Context: an optimization exercise on an open-source flow, tuned for small area and a short achievable clock period. The choices shown serve that exercise and are no tape-out recipe.
In this exercise RTL edits were held to simulation tests only and were not proved equivalent to the original.
No activity file was given, so power comes from the tool's default toggle rates.

## design/flow/config.mk

```make
export PLATFORM = sky130hd
export DESIGN_NAME = pow_5_pipe
export DESIGN_NICKNAME = pow_5_pipe
export VERILOG_FILES = /design/flow/design.v
export SDC_FILE = /design/flow/constraint.sdc
export NUM_CORES = 4
export LEC_CHECK = 0
export CAP_MARGIN = 20
export CORE_MARGIN = 2
export CORE_UTILIZATION = 40
export CTS_BUF_LIST = sky130_fd_sc_hd__clkbuf_4 sky130_fd_sc_hd__clkbuf_8
export CTS_CLUSTER_DIAMETER = 60
export CTS_CLUSTER_SIZE = 40
export PLACE_DENSITY = 0.75
export SETUP_SLACK_MARGIN = 4.2
export SLEW_MARGIN = 20
```

## design/flow/constraint.sdc

```tcl
create_clock -name core_clock -period 6.4 [get_ports {clock}]
set_input_delay 1.2800 -clock core_clock [delete_from_list [all_inputs] [get_ports {clock}]]
set_output_delay 1.2800 -clock core_clock [all_outputs]
set_load 0.01 [all_outputs]
```

## design/flow/standard.sh

```bash
#!/bin/bash
# synth_recipe.tcl (not shown) runs the flow's synth.tcl, then flattens the netlist and writes it again
# the make line also repeats each setting of config.mk as NAME=value (left out here)
make -C /OpenROAD-flow-scripts/flow DESIGN_CONFIG=/design/flow/config.mk WORK_HOME=/design/flow/orfs CLKGATE_MAP_FILE= SYNTH_SCRIPT=/design/flow/synth_recipe.tcl "${@:-finish}"
```

## design/flow/design.v

```verilog
module pow_5_pipe
(
    input             clock,
    input      [17:0] n,
    output reg [17:0] n_pow_5
);
    reg [17:0] n_1;
    always @(posedge clock) n_1 <= n;
    wire [5:0] a_1 = n_1[5:0];
    wire [11:0] h_1 = n_1[17:6];
    wire [63:0] f_t_dec = 64'd1 << a_1;
    wire f_t_4 = |(f_t_dec & 64'h8282282882822828);
    wire f_t_5 = |(f_t_dec & 64'hc46eec466ec446ec);
    wire f_t_6 = |(f_t_dec & 64'h604ae2e04acae048);
    wire f_t_7 = |(f_t_dec & 64'h468aec2ae6a04688);
    wire f_t_8 = |(f_t_dec & 64'hce440a0864e40880);
    wire f_t_9 = |(f_t_dec & 64'h428ecaac0e42a640);
    wire f_t_10 = |(f_t_dec & 64'h3654f0901094de70);
    wire f_t_11 = |(f_t_dec & 64'h106e786ef40a3060);
    wire f_t_12 = |(f_t_dec & 64'h561646a0b8b4c840);
    wire f_t_13 = |(f_t_dec & 64'h9c3a7c9a28c26a00);
    wire f_t_14 = |(f_t_dec & 64'h8854120cec3c1a80);
    wire f_t_15 = |(f_t_dec & 64'h2988e390f95eb700);
    wire f_t_16 = |(f_t_dec & 64'hf7b0aa4e070ab400);
    wire f_t_17 = |(f_t_dec & 64'he5c2ef3058e09800);
    wire [63:0] a1_t_dec = 64'd1 << a_1;
    wire a1_t_4 = |(a1_t_dec & 64'h6c6c6c6c6c6c6c6c);
    wire a1_t_5 = |(a1_t_dec & 64'haa00aa00aa00aa0);
    wire a1_t_6 = |(a1_t_dec & 64'h466eecc4466eecc4);
    wire a1_t_7 = |(a1_t_dec & 64'h222a02228880a888);
    wire a1_t_8 = |(a1_t_dec & 64'h9ed21c589eda3c58);
    wire a1_t_9 = |(a1_t_dec & 64'haae4e60228664480);
    wire a1_t_10 = |(a1_t_dec & 64'h103c1e7cf672f8b0);
    wire a1_t_11 = |(a1_t_dec & 64'hea60e02a4ec2e8e0);
    wire [63:0] a2_t_dec = 64'd1 << a_1;
    wire a2_t_3 = |(a2_t_dec & 64'hee44ee44ee44ee44);
    wire a2_t_4 = |(a2_t_dec & 64'he04a4ae0e04a4ae0);
    wire [31:0] h2_t_dec = 32'd1 << h_1[4:0];
    wire h2_t_3 = |(h2_t_dec & 32'h28282828);
    wire h2_t_4 = |(h2_t_dec & 32'h1ab01ab0);
    reg [5:0] a_2;
    reg [11:0] h_2;
    reg f_2_4;
    reg f_2_5;
    reg f_2_6;
    reg f_2_7;
    reg f_2_8;
    reg f_2_9;
    reg f_2_10;
    reg f_2_11;
    reg f_2_12;
    reg f_2_13;
    reg f_2_14;
    reg f_2_15;
    reg f_2_16;
    reg f_2_17;
    reg a1_2_4;
    reg a1_2_5;
    reg a1_2_6;
    reg a1_2_7;
    reg a1_2_8;
    reg a1_2_9;
    reg a1_2_10;
    reg a1_2_11;
    reg a2_2_3;
    reg a2_2_4;
    reg h2_2_3;
    reg h2_2_4;
    always @(posedge clock) begin
        a_2 <= a_1;
        h_2 <= h_1;
        f_2_4 <= f_t_4;
        f_2_5 <= f_t_5;
        f_2_6 <= f_t_6;
        f_2_7 <= f_t_7;
        f_2_8 <= f_t_8;
        f_2_9 <= f_t_9;
        f_2_10 <= f_t_10;
        f_2_11 <= f_t_11;
        f_2_12 <= f_t_12;
        f_2_13 <= f_t_13;
        f_2_14 <= f_t_14;
        f_2_15 <= f_t_15;
        f_2_16 <= f_t_16;
        f_2_17 <= f_t_17;
        a1_2_4 <= a1_t_4;
        a1_2_5 <= a1_t_5;
        a1_2_6 <= a1_t_6;
        a1_2_7 <= a1_t_7;
        a1_2_8 <= a1_t_8;
        a1_2_9 <= a1_t_9;
        a1_2_10 <= a1_t_10;
        a1_2_11 <= a1_t_11;
        a2_2_3 <= a2_t_3;
        a2_2_4 <= a2_t_4;
        h2_2_3 <= h2_t_3;
        h2_2_4 <= h2_t_4;
    end
    wire w1 = ((a_2[0] & a_2[1]));
    wire w2 = ((a_2[0] & a_2[2]));
    wire w3 = ((a_2[0] & a_2[3]));
    wire w4 = a_2[0] & h_2[0];
    wire w5 = a_2[0] & h_2[1];
    wire w6 = a_2[0] & h_2[2];
    wire w7 = a_2[0] & h_2[3];
    wire w8 = a_2[0] & h_2[4];
    wire w9 = a_2[0] & h_2[5];
    wire w10 = a_2[0] & h_2[6];
    wire w11 = a_2[0] & h_2[7];
    wire w12 = a_2[0] & h_2[8];
    wire w13 = a_2[0] & h_2[9];
    wire w14 = a_2[0] & h_2[10];
    wire w15 = a_2[0] & h_2[11];
    wire w16 = a_2[0] & h_2[0];
    wire w17 = a_2[0] & h_2[1];
    wire w18 = a_2[0] & h_2[2];
    wire w19 = a_2[0] & h_2[3];
    wire w20 = a_2[0] & h_2[4];
    wire w21 = a_2[0] & h_2[5];
    wire w22 = a_2[0] & h_2[6];
    wire w23 = a_2[0] & h_2[7];
    wire w24 = a_2[0] & h_2[8];
    wire w25 = a_2[0] & h_2[9];
    wire w26 = a1_2_4 & h_2[0];
    wire w27 = a1_2_4 & h_2[1];
    wire w28 = a1_2_4 & h_2[2];
    wire w29 = a1_2_4 & h_2[3];
    wire w30 = a1_2_4 & h_2[4];
    wire w31 = a1_2_4 & h_2[5];
    wire w32 = a1_2_4 & h_2[6];
    wire w33 = a1_2_4 & h_2[7];
    wire w34 = a1_2_5 & h_2[0];
    wire w35 = a1_2_5 & h_2[1];
    wire w36 = a1_2_5 & h_2[2];
    wire w37 = a1_2_5 & h_2[3];
    wire w38 = a1_2_5 & h_2[4];
    wire w39 = a1_2_5 & h_2[5];
    wire w40 = a1_2_5 & h_2[6];
    wire w41 = a1_2_6 & h_2[0];
    wire w42 = a1_2_6 & h_2[1];
    wire w43 = a1_2_6 & h_2[2];
    wire w44 = a1_2_6 & h_2[3];
    wire w45 = a1_2_6 & h_2[4];
    wire w46 = a1_2_6 & h_2[5];
    wire w47 = a1_2_7 & h_2[0];
    wire w48 = a1_2_7 & h_2[1];
    wire w49 = a1_2_7 & h_2[2];
    wire w50 = a1_2_7 & h_2[3];
    wire w51 = a1_2_7 & h_2[4];
    wire w52 = a1_2_8 & h_2[0];
    wire w53 = a1_2_8 & h_2[1];
    wire w54 = a1_2_8 & h_2[2];
    wire w55 = a1_2_8 & h_2[3];
    wire w56 = a1_2_9 & h_2[0];
    wire w57 = a1_2_9 & h_2[1];
    wire w58 = a1_2_9 & h_2[2];
    wire w59 = a1_2_10 & h_2[0];
    wire w60 = a1_2_10 & h_2[1];
    wire w61 = a1_2_11 & h_2[0];
    wire w62 = a_2[0] & h_2[0];
    wire w63 = ((~h_2[0] & h_2[1]));
    wire w64 = a_2[0] & w63;
    wire w65 = a_2[0] & h2_2_3;
    wire w66 = a_2[0] & h2_2_4;
    wire w67 = ((a_2[0] & a_2[1]));
    wire w68 = w67 & h_2[0];
    wire w69 = ((~h_2[0] & h_2[1]));
    wire w70 = w67 & w69;
    wire w71 = w67 & h2_2_3;
    wire w72 = ((a_2[0] & ~a_2[2]));
    wire w73 = w72 & h_2[0];
    wire w74 = ((~h_2[0] & h_2[1]));
    wire w75 = w72 & w74;
    wire w76 = a2_2_3 & h_2[0];
    wire w77 = a2_2_4 & h_2[0];
    wire w78 = f_2_6 ^ w4;
    wire w79 = f_2_6 & w4;
    wire w80 = f_2_7 ^ w5 ^ w79;
    wire w81 = (f_2_7 & w5) | (f_2_7 & w79) | (w5 & w79);
    wire w82 = f_2_8 ^ w6 ^ w16;
    wire w83 = (f_2_8 & w6) | (f_2_8 & w16) | (w6 & w16);
    wire w84 = w82 ^ w81;
    wire w85 = w82 & w81;
    wire w86 = f_2_9 ^ w7 ^ w17;
    wire w87 = (f_2_9 & w7) | (f_2_9 & w17) | (w7 & w17);
    wire w88 = w83 ^ w86 ^ w85;
    wire w89 = (w83 & w86) | (w83 & w85) | (w86 & w85);
    wire w90 = f_2_10 ^ w8 ^ w18;
    wire w91 = (f_2_10 & w8) | (f_2_10 & w18) | (w8 & w18);
    wire w92 = w26 ^ w87 ^ w90;
    wire w93 = (w26 & w87) | (w26 & w90) | (w87 & w90);
    wire w94 = f_2_11 ^ w9 ^ w19;
    wire w95 = (f_2_11 & w9) | (f_2_11 & w19) | (w9 & w19);
    wire w96 = w27 ^ w34 ^ w91;
    wire w97 = (w27 & w34) | (w27 & w91) | (w34 & w91);
    wire w98 = w94 ^ w93 ^ w96;
    wire w99 = (w94 & w93) | (w94 & w96) | (w93 & w96);
    wire w100 = f_2_12 ^ w10 ^ w20;
    wire w101 = (f_2_12 & w10) | (f_2_12 & w20) | (w10 & w20);
    wire w102 = w28 ^ w35 ^ w41;
    wire w103 = (w28 & w35) | (w28 & w41) | (w35 & w41);
    wire w104 = w95 ^ w100 ^ w102;
    wire w105 = (w95 & w100) | (w95 & w102) | (w100 & w102);
    wire w106 = f_2_13 ^ w11 ^ w21;
    wire w107 = (f_2_13 & w11) | (f_2_13 & w21) | (w11 & w21);
    wire w108 = w29 ^ w36 ^ w42;
    wire w109 = (w29 & w36) | (w29 & w42) | (w36 & w42);
    wire w110 = w47 ^ w62 ^ w101;
    wire w111 = (w47 & w62) | (w47 & w101) | (w62 & w101);
    wire w112 = w103 ^ w106 ^ w108;
    wire w113 = (w103 & w106) | (w103 & w108) | (w106 & w108);
    wire w114 = w105 ^ w110 ^ w112;
    wire w115 = (w105 & w110) | (w105 & w112) | (w110 & w112);
    wire w116 = f_2_14 ^ w12 ^ w22;
    wire w117 = (f_2_14 & w12) | (f_2_14 & w22) | (w12 & w22);
    wire w118 = w30 ^ w37 ^ w43;
    wire w119 = (w30 & w37) | (w30 & w43) | (w37 & w43);
    wire w120 = w48 ^ w52 ^ w68;
    wire w121 = (w48 & w52) | (w48 & w68) | (w52 & w68);
    wire w122 = w107 ^ w109 ^ w116;
    wire w123 = (w107 & w109) | (w107 & w116) | (w109 & w116);
    wire w124 = w118 ^ w120 ^ w111;
    wire w125 = (w118 & w120) | (w118 & w111) | (w120 & w111);
    wire w126 = f_2_15 ^ w13 ^ w23;
    wire w127 = (f_2_15 & w13) | (f_2_15 & w23) | (w13 & w23);
    wire w128 = w31 ^ w38 ^ w44;
    wire w129 = (w31 & w38) | (w31 & w44) | (w38 & w44);
    wire w130 = w49 ^ w53 ^ w56;
    wire w131 = (w49 & w53) | (w49 & w56) | (w53 & w56);
    wire w132 = w64 ^ w73 ^ w117;
    wire w133 = (w64 & w73) | (w64 & w117) | (w73 & w117);
    wire w134 = w119 ^ w121 ^ w126;
    wire w135 = (w119 & w121) | (w119 & w126) | (w121 & w126);
    wire w136 = w128 ^ w130 ^ w123;
    wire w137 = (w128 & w130) | (w128 & w123) | (w130 & w123);
    wire w138 = f_2_16 ^ w14 ^ w24;
    wire w139 = (f_2_16 & w14) | (f_2_16 & w24) | (w14 & w24);
    wire w140 = w32 ^ w39 ^ w45;
    wire w141 = (w32 & w39) | (w32 & w45) | (w39 & w45);
    wire w142 = w50 ^ w54 ^ w57;
    wire w143 = (w50 & w54) | (w50 & w57) | (w54 & w57);
    wire w144 = w59 ^ w65 ^ w70;
    wire w145 = (w59 & w65) | (w59 & w70) | (w65 & w70);
    wire w146 = w76 ^ w127 ^ w129;
    wire w147 = (w76 & w127) | (w76 & w129) | (w127 & w129);
    wire w148 = w131 ^ w138 ^ w140;
    wire w149 = (w131 & w138) | (w131 & w140) | (w138 & w140);
    wire w150 = w142 ^ w144 ^ w133;
    wire w151 = (w142 & w144) | (w142 & w133) | (w144 & w133);
    wire w152 = w135 ^ w146 ^ w148;
    wire w153 = (w135 & w146) | (w135 & w148) | (w146 & w148);
    wire w154 = f_2_17 ^ w15 ^ w25;
    wire w155 = w33 ^ w40 ^ w46;
    wire w156 = w51 ^ w55 ^ w58;
    wire w157 = w60 ^ w61 ^ w66;
    wire w158 = w71 ^ w75 ^ w77;
    wire w159 = w139 ^ w141 ^ w143;
    wire w160 = w145 ^ w154 ^ w155;
    wire w161 = w156 ^ w157 ^ w158;
    wire w162 = w147 ^ w149 ^ w159;
    reg [32:0] t_3;
    always @(posedge clock) begin
        t_3[0] <= a_2[0];
        t_3[1] <= w1;
        t_3[2] <= w2;
        t_3[3] <= w3;
        t_3[4] <= f_2_4;
        t_3[5] <= f_2_5;
        t_3[6] <= w78;
        t_3[7] <= w80;
        t_3[8] <= w84;
        t_3[9] <= w88;
        t_3[10] <= w92;
        t_3[11] <= w89;
        t_3[12] <= w98;
        t_3[13] <= w97;
        t_3[14] <= w104;
        t_3[15] <= w99;
        t_3[16] <= w114;
        t_3[17] <= w113;
        t_3[18] <= w122;
        t_3[19] <= w124;
        t_3[20] <= w115;
        t_3[21] <= w132;
        t_3[22] <= w134;
        t_3[23] <= w125;
        t_3[24] <= w136;
        t_3[25] <= w137;
        t_3[26] <= w150;
        t_3[27] <= w152;
        t_3[28] <= w160;
        t_3[29] <= w161;
        t_3[30] <= w151;
        t_3[31] <= w153;
        t_3[32] <= w162;
    end
    wire w163 = t_3[13] ^ t_3[14] ^ t_3[15];
    wire w164 = (t_3[13] & t_3[14]) | (t_3[13] & t_3[15]) | (t_3[14] & t_3[15]);
    wire w165 = t_3[17] ^ t_3[18] ^ t_3[19];
    wire w166 = (t_3[17] & t_3[18]) | (t_3[17] & t_3[19]) | (t_3[18] & t_3[19]);
    wire w167 = t_3[21] ^ t_3[22] ^ t_3[23];
    wire w168 = (t_3[21] & t_3[22]) | (t_3[21] & t_3[23]) | (t_3[22] & t_3[23]);
    wire w169 = t_3[24] ^ w166 ^ w167;
    wire w170 = (t_3[24] & w166) | (t_3[24] & w167) | (w166 & w167);
    wire w171 = t_3[25] ^ t_3[26] ^ t_3[27];
    wire w172 = (t_3[25] & t_3[26]) | (t_3[25] & t_3[27]) | (t_3[26] & t_3[27]);
    wire w173 = w168 ^ w171 ^ w170;
    wire w174 = (w168 & w171) | (w168 & w170) | (w171 & w170);
    wire w175 = t_3[28] ^ t_3[29];
    wire w176 = t_3[30] ^ t_3[31];
    wire w177 = t_3[32] ^ w175;
    wire w178 = w176 ^ w177;
    wire w179 = w172 ^ w178;
    wire w180 = w179 ^ w174;
    wire [11:0] s0 = {1'b0, w173, w169, t_3[20], t_3[16], w163, t_3[12], t_3[10], t_3[9], t_3[8], t_3[7], t_3[6]};
    wire [11:0] s1 = {1'b0, 1'b0, 1'b0, w165, w164, 1'b0, 1'b0, t_3[11], 1'b0, 1'b0, 1'b0, 1'b0};
    wire [11:0] sum = s0 + s1;
    always @(posedge clock) n_pow_5 <= {sum[11] ^ w180, sum[10:0], t_3[5], t_3[4], t_3[3], t_3[2], t_3[1], t_3[0]};
endmodule
```

## design/flow/flow/run.sh

```bash
#!/bin/bash
# The standard layout, with these changes to how the layout is made:
#  - synthesis skips Yosys's early "abc -fast" pass (synth -noabc), so that extract_fa
#    finds the carry-save adder tree as the RTL writes it; everything else in the
#    synthesis script is the standard flow's (including -nofsm -noshare, flatten and renaming)
#  - port buffers use sky130_fd_sc_hd__buf_1 (every input and output still gets its own buffer)
#  - clock tree synthesis does not add dummy load cells
set -o pipefail
export BUFFER_PORTS_ARGS="-buffer_cell sky130_fd_sc_hd__buf_1"
export CTS_ARGS="-sink_clustering_enable -repair_clock_nets -dont_use_dummy_load -sink_clustering_size 40 -sink_clustering_max_diameter 60 -buf_list {sky130_fd_sc_hd__clkbuf_4 sky130_fd_sc_hd__clkbuf_8}"
sed '1s/yosys synth -nofsm -noshare /yosys synth -nofsm -noshare -noabc /' synth_recipe.tcl > flow_synth.tcl
sed "s#SYNTH_SCRIPT=[^ ]*synth_recipe.tcl#SYNTH_SCRIPT=$PWD/flow_synth.tcl#" standard.sh > flow_standard.sh
grep -q -- "-noabc" flow_synth.tcl && grep -q "flow_synth.tcl" flow_standard.sh || { echo "could not set up synthesis script" > standard.log; exit 1; }
bash flow_standard.sh finish > standard.log 2>&1
```

==> reports/results.txt, run 1 <==
Synth area leaders = dfxtp_1 42%, fa_1 16%, and2_1 5.6%
Number of flops mapped to enable cells by yosys = 0
Largest net degree at the start of global routing = 57
Nets = 602
Number of routed nets with antenna violations = 0
Number of core rows = 41
Aggregate routed wire length = 11400 um
YS warnings = 1
Slack of the critical path = 4.18 ns
Area Overhead vs Synth = 7.44%
Max Cap Violations = 0
Hpwl dp = 8110 um
Fin. Hold Viols = 0
Hold buffer count at cts = 0
Syn Nets = 584
DR DRC count = 0
Clk_skew = 0.0290 ns
Unrepaired setup endpoints after global routing = yes
WP data required = 6.73 ns
Avg Inst Size Synth = 10.2 um2
Fill count = 1271
Via density = 5.31
Synthesized flop and latch total = 111
DR vias = 3746
Measured slew at the worst slew-check pin = 0.520 ns
Crit start category = flip-flop
Hold crit path type = reg2reg
Die Ht = 119 um
Netlist cell types = 48
Mapped cell area = 0.00525 mm2
Skew-Pair Late Insertion Delay = 0.39 ns
Mapped Cells = 517
WHS Endpoint = n_pow_5[1]$_DFF_P_
Crit path time final = 2.22 ns
Nature of the critical path endpoint = flip-flop
Initial Util = 41.3%
Setup TNS Final = 0 ns
Period utilization = 34.7%
Boundary pin count = 37
Max Transition Viols Final = 0
CTS sink cnt = 111
CTS Buf Count = 9
Pre-antenna DRT Iters = 6
Highest clock rate = 450 MHz
Crit-path max FO = 1
Total grt overflow = 0
Clock Path Buffers = 2
Hold Path Stages = 0
WS Path Type = reg2reg
Top-area cell type share of the netlist area = 42.3%
Worst slew margin = 65.4%
Initial antenna violation count = 0
Die W = 119 um
Crit path DAT = 2.55 ns
Total GRT Usage = 17.1%
Share of cells above drive strength 1 = 7.88%
Setup Slack @ Placement = 4.09 ns
Final Hold Slack = 0.312 ns
Status = complete, no violations
Worst VDD drop = 0.147 mV
Vias in the first global route = 3670
GP Congestion = 0.918
CTS H-tree lvls = 3
First-pass GRT wire length = 18900 um
Post-synthesis cell type with the largest combined area = dfxtp_1
CTS tree = built
Clk root buf = clkbuf_8
Number of port buffers = 36
Worst flop-to-flop path startpoint = t_3[23]$_DFF_P_
Dominant synthesized flop cell = dfxtp_1
Asr flop ratio synth = 0%
Worst flop-to-flop path endpoint = n_pow_5[17]$_DFF_P_
Worst hold path startpoint = t_3[1]$_DFF_P_
Core ar. = 0.0127 mm2
Final setup viols = 0
Leak Pwr = 2.24 nW
Diodes inserted = 0
Routed WL per cell = 16.2 um
Clk slew on worst S/H paths = 0.11 ns
PwrDens = 328 mW/mm2
Seq/Total Area, Yosys = 42.3%
1st-iter DRT viols = 465
R2R depth = 7
Die ar. = 0.0141 mm2
Reg2Reg Setup Slack = 4.18 ns
==> power by group <==
| part | switching, mW | internal [mW] |
|---|---|---|
| Combinational | 0.314 | 0.312 |
| Clock | 0.207 | 0.127 |
| Sequential | 0.0603 | 0.830 |
| Total | 0.581 | 1.27 |
==> synth_stat cells (3+ instances only) <==
library cell  instances
xor2_1                8
nor3_1                7
xnor2_1              30
nand2_1              41
nand2b_1              9
nor2_1               32
a22oi_1               7
nand3b_1              3
buf_4                 3
inv_1                 4
ha_1                  6
a21oi_1              31
clkbuf_1             10
o221ai_1              4
fa_1                 42
dfxtp_1             111
a221oi_1              3
nor2b_1               6
nand3_1               9
o21ai_0              36
and2_1               47
buf_2                20
o211ai_1              3
o22ai_1               8
a221o_1               6
==> repair_timing <==
action | in CTS | in global routing
gates cloned | 0 | 0
setup endpoints to repair | 4 | 12
pin swaps | 6 | 2
buffers inserted | 0 | 1
gates resized for setup | 4 | 14
==> worst max-delay path, cell delays in order (launching register included) <==
cell and delay (ns):
dfxtp_1 0.33, fa_1 0.51, fa_2 0.36, fa_2 0.36, xnor2_2 0.16, xnor2_2 0.14
xnor2_1 0.18, xnor2_1 0.13
==> worst max-delay path by stage <==
stage / to / slack, ns / depth (start not counted) / from
final: n_pow_5[17]$_DFF_P_ / 4.18 / 7 / t_3[23]$_DFF_P_
after global placement: n_pow_5[17]$_DFF_P_ / 4.16 / 7 / t_3[23]$_DFF_P_
after floorplan: t_3[16]$_DFF_P_ / 4.20 / 5 / a_2[0]$_DFF_P_
after detailed placement: n_pow_5[17]$_DFF_P_ / 4.09 / 7 / t_3[23]$_DFF_P_
after global routing: n_pow_5[17]$_DFF_P_ / 4.09 / 7 / t_3[23]$_DFF_P_
after CTS: n_pow_5[17]$_DFF_P_ / 4.14 / 7 / t_3[21]$_DFF_P_
==> metrics by stage <==
stage	instances	utilization (%)	total power [mW]	cell area, um2
final	705	44.3	1.85	5640
after global routing	705	44.3	1.99	5640
after CTS	704	44.0	1.86	5600
after detailed placement	695	43.0	1.52	5470
after global placement	695	43.0	1.49	5470
after floorplan	517	-	1.37	5260
==> per-layer routing <==
layer	global-route usage, %	routed length, um	vias up
li1	-	-	1776
met1	21.8	4970	1798
met2	27.2	5460	147
met3	5.02	735	25
met4	6.70	277	0
met5	0	0	-
==> cell families (layout without fill, tap and decap cells) <==
kind of cell	after synthesis	after routing	share of synthesized area [%]
flops	111	111	42.3
fa+ha+maj	48	48	17.4
mux	1	1	0.191
compound gates	119	119	14.4
buf+inv	41	57	3.91
simple gates	159	159	15.4
xor+xnor	38	38	6.34
==> sequential cells by signal, indices dropped and copies added, names as in the netlist, 4 cells and up <==
name	count
a_2	4
h_2	12
n_1	18
n_pow_5	18
t_3	33
==> cell type report <==
class | instances | area (um2) | area share (%)
Clock buffer | 9 | 124 | 2.20
Inverter | 5 | 18.8 | 0.333
Tap cell | 172 | 215 | 3.82
Timing Repair Buffer | 43 | 191 | 3.39
Sequential cell | 111 | 2240 | 39.6
Multi-Input combinational cell | 365 | 2850 | 50.6
==> placed cells by master, fill, tap and decap left out, types with 2 or more instances in the layout <==
| master | count |
|---|---|
| xnor2_1 | 28 |
| a31oi_1 | 2 |
| nand2b_2 | 2 |
| xor2_1 | 8 |
| and2_4 | 3 |
| nor2b_1 | 6 |
| o211ai_1 | 3 |
| a2111oi_0 | 2 |
| and2_1 | 44 |
| clkbuf_8 | 9 |
| a21o_1 | 2 |
| buf_4 | 7 |
| o311ai_0 | 2 |
| nand2_1 | 41 |
| o221ai_1 | 4 |
| buf_1 | 33 |
| nand3b_1 | 3 |
| a32oi_1 | 2 |
| fa_1 | 40 |
| a221o_1 | 6 |
| nor2_1 | 32 |
| nor3_1 | 7 |
| a21oi_1 | 31 |
| nand3_1 | 9 |
| a22oi_1 | 7 |
| dfxtp_2 | 8 |
| nand2b_1 | 7 |
| inv_1 | 4 |
| dfxtp_1 | 102 |
| o21a_1 | 2 |
| fa_2 | 2 |
| xnor2_2 | 2 |
| o21ai_0 | 36 |
| and2b_1 | 2 |
| a221oi_1 | 3 |
| o22ai_1 | 8 |
| clkbuf_2 | 3 |
| ha_1 | 6 |
==> run 2: changes to the inputs <==
--- a/design/flow/design.v
+++ b/design/flow/design.v
@@ -306,14 +306,10 @@
     wire w172 = (t_3[25] & t_3[26]) | (t_3[25] & t_3[27]) | (t_3[26] & t_3[27]);
     wire w173 = w168 ^ w171 ^ w170;
     wire w174 = (w168 & w171) | (w168 & w170) | (w171 & w170);
-    wire w175 = t_3[28] ^ t_3[29];
-    wire w176 = t_3[30] ^ t_3[31];
-    wire w177 = t_3[32] ^ w175;
-    wire w178 = w176 ^ w177;
-    wire w179 = w172 ^ w178;
-    wire w180 = w179 ^ w174;
-    wire [11:0] s0 = {1'b0, w173, w169, t_3[20], t_3[16], w163, t_3[12], t_3[10], t_3[9], t_3[8], t_3[7], t_3[6]};
+    wire w175 = t_3[28] ^ t_3[29] ^ t_3[30];
+    wire w176 = t_3[31] ^ t_3[32] ^ w172;
+    wire w177 = w175 ^ w176 ^ w174;
+    wire [11:0] s0 = {w177, w173, w169, t_3[20], t_3[16], w163, t_3[12], t_3[10], t_3[9], t_3[8], t_3[7], t_3[6]};
     wire [11:0] s1 = {1'b0, 1'b0, 1'b0, w165, w164, 1'b0, 1'b0, t_3[11], 1'b0, 1'b0, 1'b0, 1'b0};
-    wire [11:0] sum = s0 + s1;
-    always @(posedge clock) n_pow_5 <= {sum[11] ^ w180, sum[10:0], t_3[5], t_3[4], t_3[3], t_3[2], t_3[1], t_3[0]};
+    always @(posedge clock) n_pow_5 <= {s0 + s1, t_3[5], t_3[4], t_3[3], t_3[2], t_3[1], t_3[0]};
 endmodule
==> run 2 against run 1 <==
Clock skew up 0.0025 ns. Sequential cell count unchanged. Clock power barely moved. Largest cell class unchanged.
==> reports/results.txt, run 2 <==
Status = complete, no violations
Synth cell count leaders = 111 x dfxtp_1, 46 x nand2_1, 45 x and2_1
Synthesized flop and latch total = 111 (unchanged)
Syn Nets = 578 (-1.0%)
Top-count cell post-synth = dfxtp_1
Worst VDD drop = 0.133 mV (-9.6%)
Crit-path max FO = 1 (unchanged)
CP cell instances = fa_1, fa_2, fa_2, xnor2_2, xnor2_1, xnor2_1, xnor2_1
Hold crit path type = reg2reg
Power share of the sequential group = 49.0% (+0.9 points)
WS Path Type = reg2reg
Max reg flops = 33 (unchanged)
Finished Cell Area = 0.00566 mm2 (+0.38%)
Skew-Pair Late Insertion Delay = 0.39 ns (about the same)
Crit path time final = 2.21 ns (-0.0146 ns)
Sw frac = 31.1% (-0.27 points)
DR DRC count = 0 (unchanged)
Area Overhead vs Synth = 7.13%
Vias in the first global route = 3574 (-2.6%)
Total GRT Usage = 16.9% (-0.17 points)
Measured slew at the worst slew-check pin = 0.586 ns (+0.0660 ns)
Asr flop ratio synth = 0% (unchanged)
Initial antenna violation count = 0 (unchanged)
Worst slew margin = 61.0% (-4.4 points)
1st-iter DRT viols = 304 (-35%)
Total grt overflow = 0 (unchanged)
WP data required = 6.73 ns (about the same)
Setup Slack @ Placement = 4.07 ns (-0.0190 ns)
Clk_skew = 0.0316 ns (+0.00254 ns)
Highest clock rate = 453 MHz (+0.66%)
Largest regs = t_3: 33 flops, n_1: 18 flops, n_pow_5: 18 flops
Initial Util = 41.4% (+0.11 points)
Most used cell, CP = xnor2_1
Commonest non-fill, non-tap cell in the layout = dfxtp_1
Slack of the critical path = 4.19 ns (+0.0146 ns)
Diodes inserted = 0 (unchanged)
Clk slew on worst S/H paths = 0.10 ns (about the same)
Largest net degree at the start of global routing = 51 (-11%)
Post-synthesis cell type with the largest combined area = dfxtp_1
YS warnings = 1 (unchanged)
CTS H-tree lvls = 3 (unchanged)
Fin. Hold Viols = 0 (unchanged)
Fill count = 1209 (-4.9%)
Dominant synthesized flop cell = dfxtp_1
Placement Cell Area = 0.00548 mm2 (+0.14%)
First-pass GRT wire length = 18500 um (-2.3%)
Clock Path Buffers = 2 (unchanged)
Avg Inst Size Synth = 10.3 um2 (+1.8%)
Most frequent cells in the layout = 104 x dfxtp_1, 46 x nand2_1, 40 x and2_1, 39 x fa_1, 36 x buf_1
Pre-antenna DRT Iters = 7 (+1)
Nets = 602 (unchanged)
Hpwl dp = 8240 um (+1.6%)
Multi-input gate area = 0.00286 mm2 (+0.18%)
Via density = 5.20 (-2.2%)
Die ar. = 0.0141 mm2 (+0.64%)
Clk root buf = clkbuf_8
Nature of the critical path endpoint = flip-flop
Mapped cell area = 0.00528 mm2 (+0.67%)
Total power = 1.82 mW (-1.6%)
Max stage delay cell, worst path = fa_1
Share of cells above drive strength 1 = 9.01% (+1.1 points)
CP max stage delay = 0.50 ns (about the same)
Internal power = 1.25 mW (-1.2%)
GP Congestion = 0.948 (+3.3%)
Register area = 0.00223 mm2 (-0.11%)
Crit path DAT = 2.53 ns (-0.02 ns)
Leak Pwr = 2.22 nW (-0.68%)
Aggregate routed wire length = 11500 um (+0.44%)
Period utilization = 34.5% (-0.23 points)
Cell family with most CP delay = adder cells
Die Ht = 119 um (+0.32%)
Boundary pin count = 37 (unchanged)
Max Transition Viols Final = 0 (unchanged)
Unrepaired setup endpoints after global routing = yes
Top reg by flops = t_3
CTS Buf Count = 9 (unchanged)
Hold buffer count at cts = 0 (unchanged)
Crit start category = flip-flop
Routed WL per cell = 16.3 um (+0.44%)
Psw = 566 uW (-2.5%)
Buf/Inv on CP = 0 (unchanged)
Number of flops mapped to enable cells by yosys = 0 (unchanged)
PwrDens = 321 mW/mm2 (-2.0%)
Number of port buffers = 36 (unchanged)
Final setup viols = 0 (unchanged)
Top-area cell type share of the netlist area = 42.1% (-0.28 points)
Seq/Total Area, Yosys = 42.1% (-0.28 points)
Setup TNS Final = 0 ns (unchanged)
Netlist cell types = 59 (+23%)
Number of core rows = 41 (unchanged)
CTS sink cnt = 111 (unchanged)
Core ar. = 0.0128 mm2 (+0.40%)
Combinational Power Share = 32.6% (-1.2 points)
CTS tree = built
Max Cap Violations = 0 (unchanged)
Mapped Cells = 511 (-1.2%)
Clock power frac = 18.3% (+0.3 points)
Number of routed nets with antenna violations = 0 (unchanged)
Synth area leaders = dfxtp_1 42%, fa_1 16%, and2_1 5.3%
Die W = 119 um (+0.32%)
DR vias = 3664 (-2.2%)
## run 2: area by class of cell
class,instances,share of cell area [%]
flip-flops and latches,111,39.5
well taps,172,3.80
multi-input cells,361,50.5
clock buffers,9,2.19
inverters,7,0.464
repair buffers,45,3.58
## run 2: per-layer routing
| metal | track usage, % | vias up | share of wire [%] |
|---|---|---|---|
| met5 | 0 | - | 0 |
| met4 | 9.75 | 0 | 4.0 |
| met3 | 4.12 | 33 | 5.9 |
| met2 | 25.6 | 122 | 45 |
| met1 | 22.0 | 1734 | 45 |
| li1 | - | 1775 | - |
## run 2: through the flow
step	hold WS (ns)	cells	utilization (%)
2_1_floorplan	0.310	511	-
3_3_place_gp	0.313	692	42.9
3_5_place_dp	0.312	692	42.9
4_1_cts	0.308	702	44.0
5_1_grt	0.319	705	44.3
6_report	0.306	705	44.3
## run 2: worst register-to-register path, stage by stage (launching register included)
cell and delay, ns:
dfxtp_2 0.34, fa_1 0.50, fa_2 0.36, fa_2 0.36, xnor2_2 0.14, xnor2_1 0.13
xnor2_1 0.19, xnor2_1 0.13
## run 2: cell families after synthesis
group           after synthesis  share of synthesized area [%]
fa+ha+maj                    49                           17.5
buf+inv                      39                           4.40
simple gates                150                           14.4
xor+xnor                     36                           5.97
compound gates              125                           15.4
mux                           1                          0.213
flops                       111                           42.1
## run 2: timing repair
item | in CTS | in global routing
setup endpoints to repair | 14 | 7
pin swaps | 6 | 0
buffers inserted | 1 | 3
gates resized for setup | 7 | 7
## run 2: path summary, 6_finish.rpt
| path | startpoint | end | slack [ns] | depth (start not counted) |
|---|---|---|---|---|
| worst max-delay path | t_3[21]$_DFF_P_ | n_pow_5[17]$_DFF_P_ | 4.19 | 7 |
| worst min-delay path | n_1[15]$_DFF_P_ | h_2[9]$_DFF_P_ | 0.31 | 0 |
| worst max register to register | t_3[21]$_DFF_P_ | n_pow_5[17]$_DFF_P_ | 4.19 | 7 |
| worst min register to register | n_1[15]$_DFF_P_ | h_2[9]$_DFF_P_ | 0.31 | 0 |
## run 2: power groups by stage
stage | clock network, mW | logic [mW] | registers, mW
after floorplan | 0 | 0.460 | 0.909
after global placement | 0 | 0.572 | 0.903
after detailed placement | 0 | 0.596 | 0.910
after CTS | 0.348 | 0.598 | 0.894
after global routing | 0.370 | 0.672 | 0.906
final | 0.334 | 0.594 | 0.891

[separate check: timing with driven ports]
No port has a modelled driver above. Below, the same layouts with a new extraction and two added sets of constraints. Step 1 sets driving cells, clkbuf_16 on the clock port and buf_2 on the other inputs (assumed; they add their load-dependent delay and slew). Step 2, shift: input delay + t, output delay - t, t = (earliest + latest rising clock arrival at the registers) / 2. This alone moves slack from input paths to output paths. Slacks: no drivers / after step 1 / after step 2; pairs: no drivers / after step 1.
run	shift t [ns]	setup slack, ns	worst hold slack (ns)	worst setup path at the end
run 1	0.413	4.180 / 4.180 / 4.180	0.312 / 0.312 / 0.312	register to register
run 2	0.408	4.194 / 4.194 / 4.194	0.306 / 0.306 / 0.306	register to register
After both steps setup and hold are still met in every run listed.
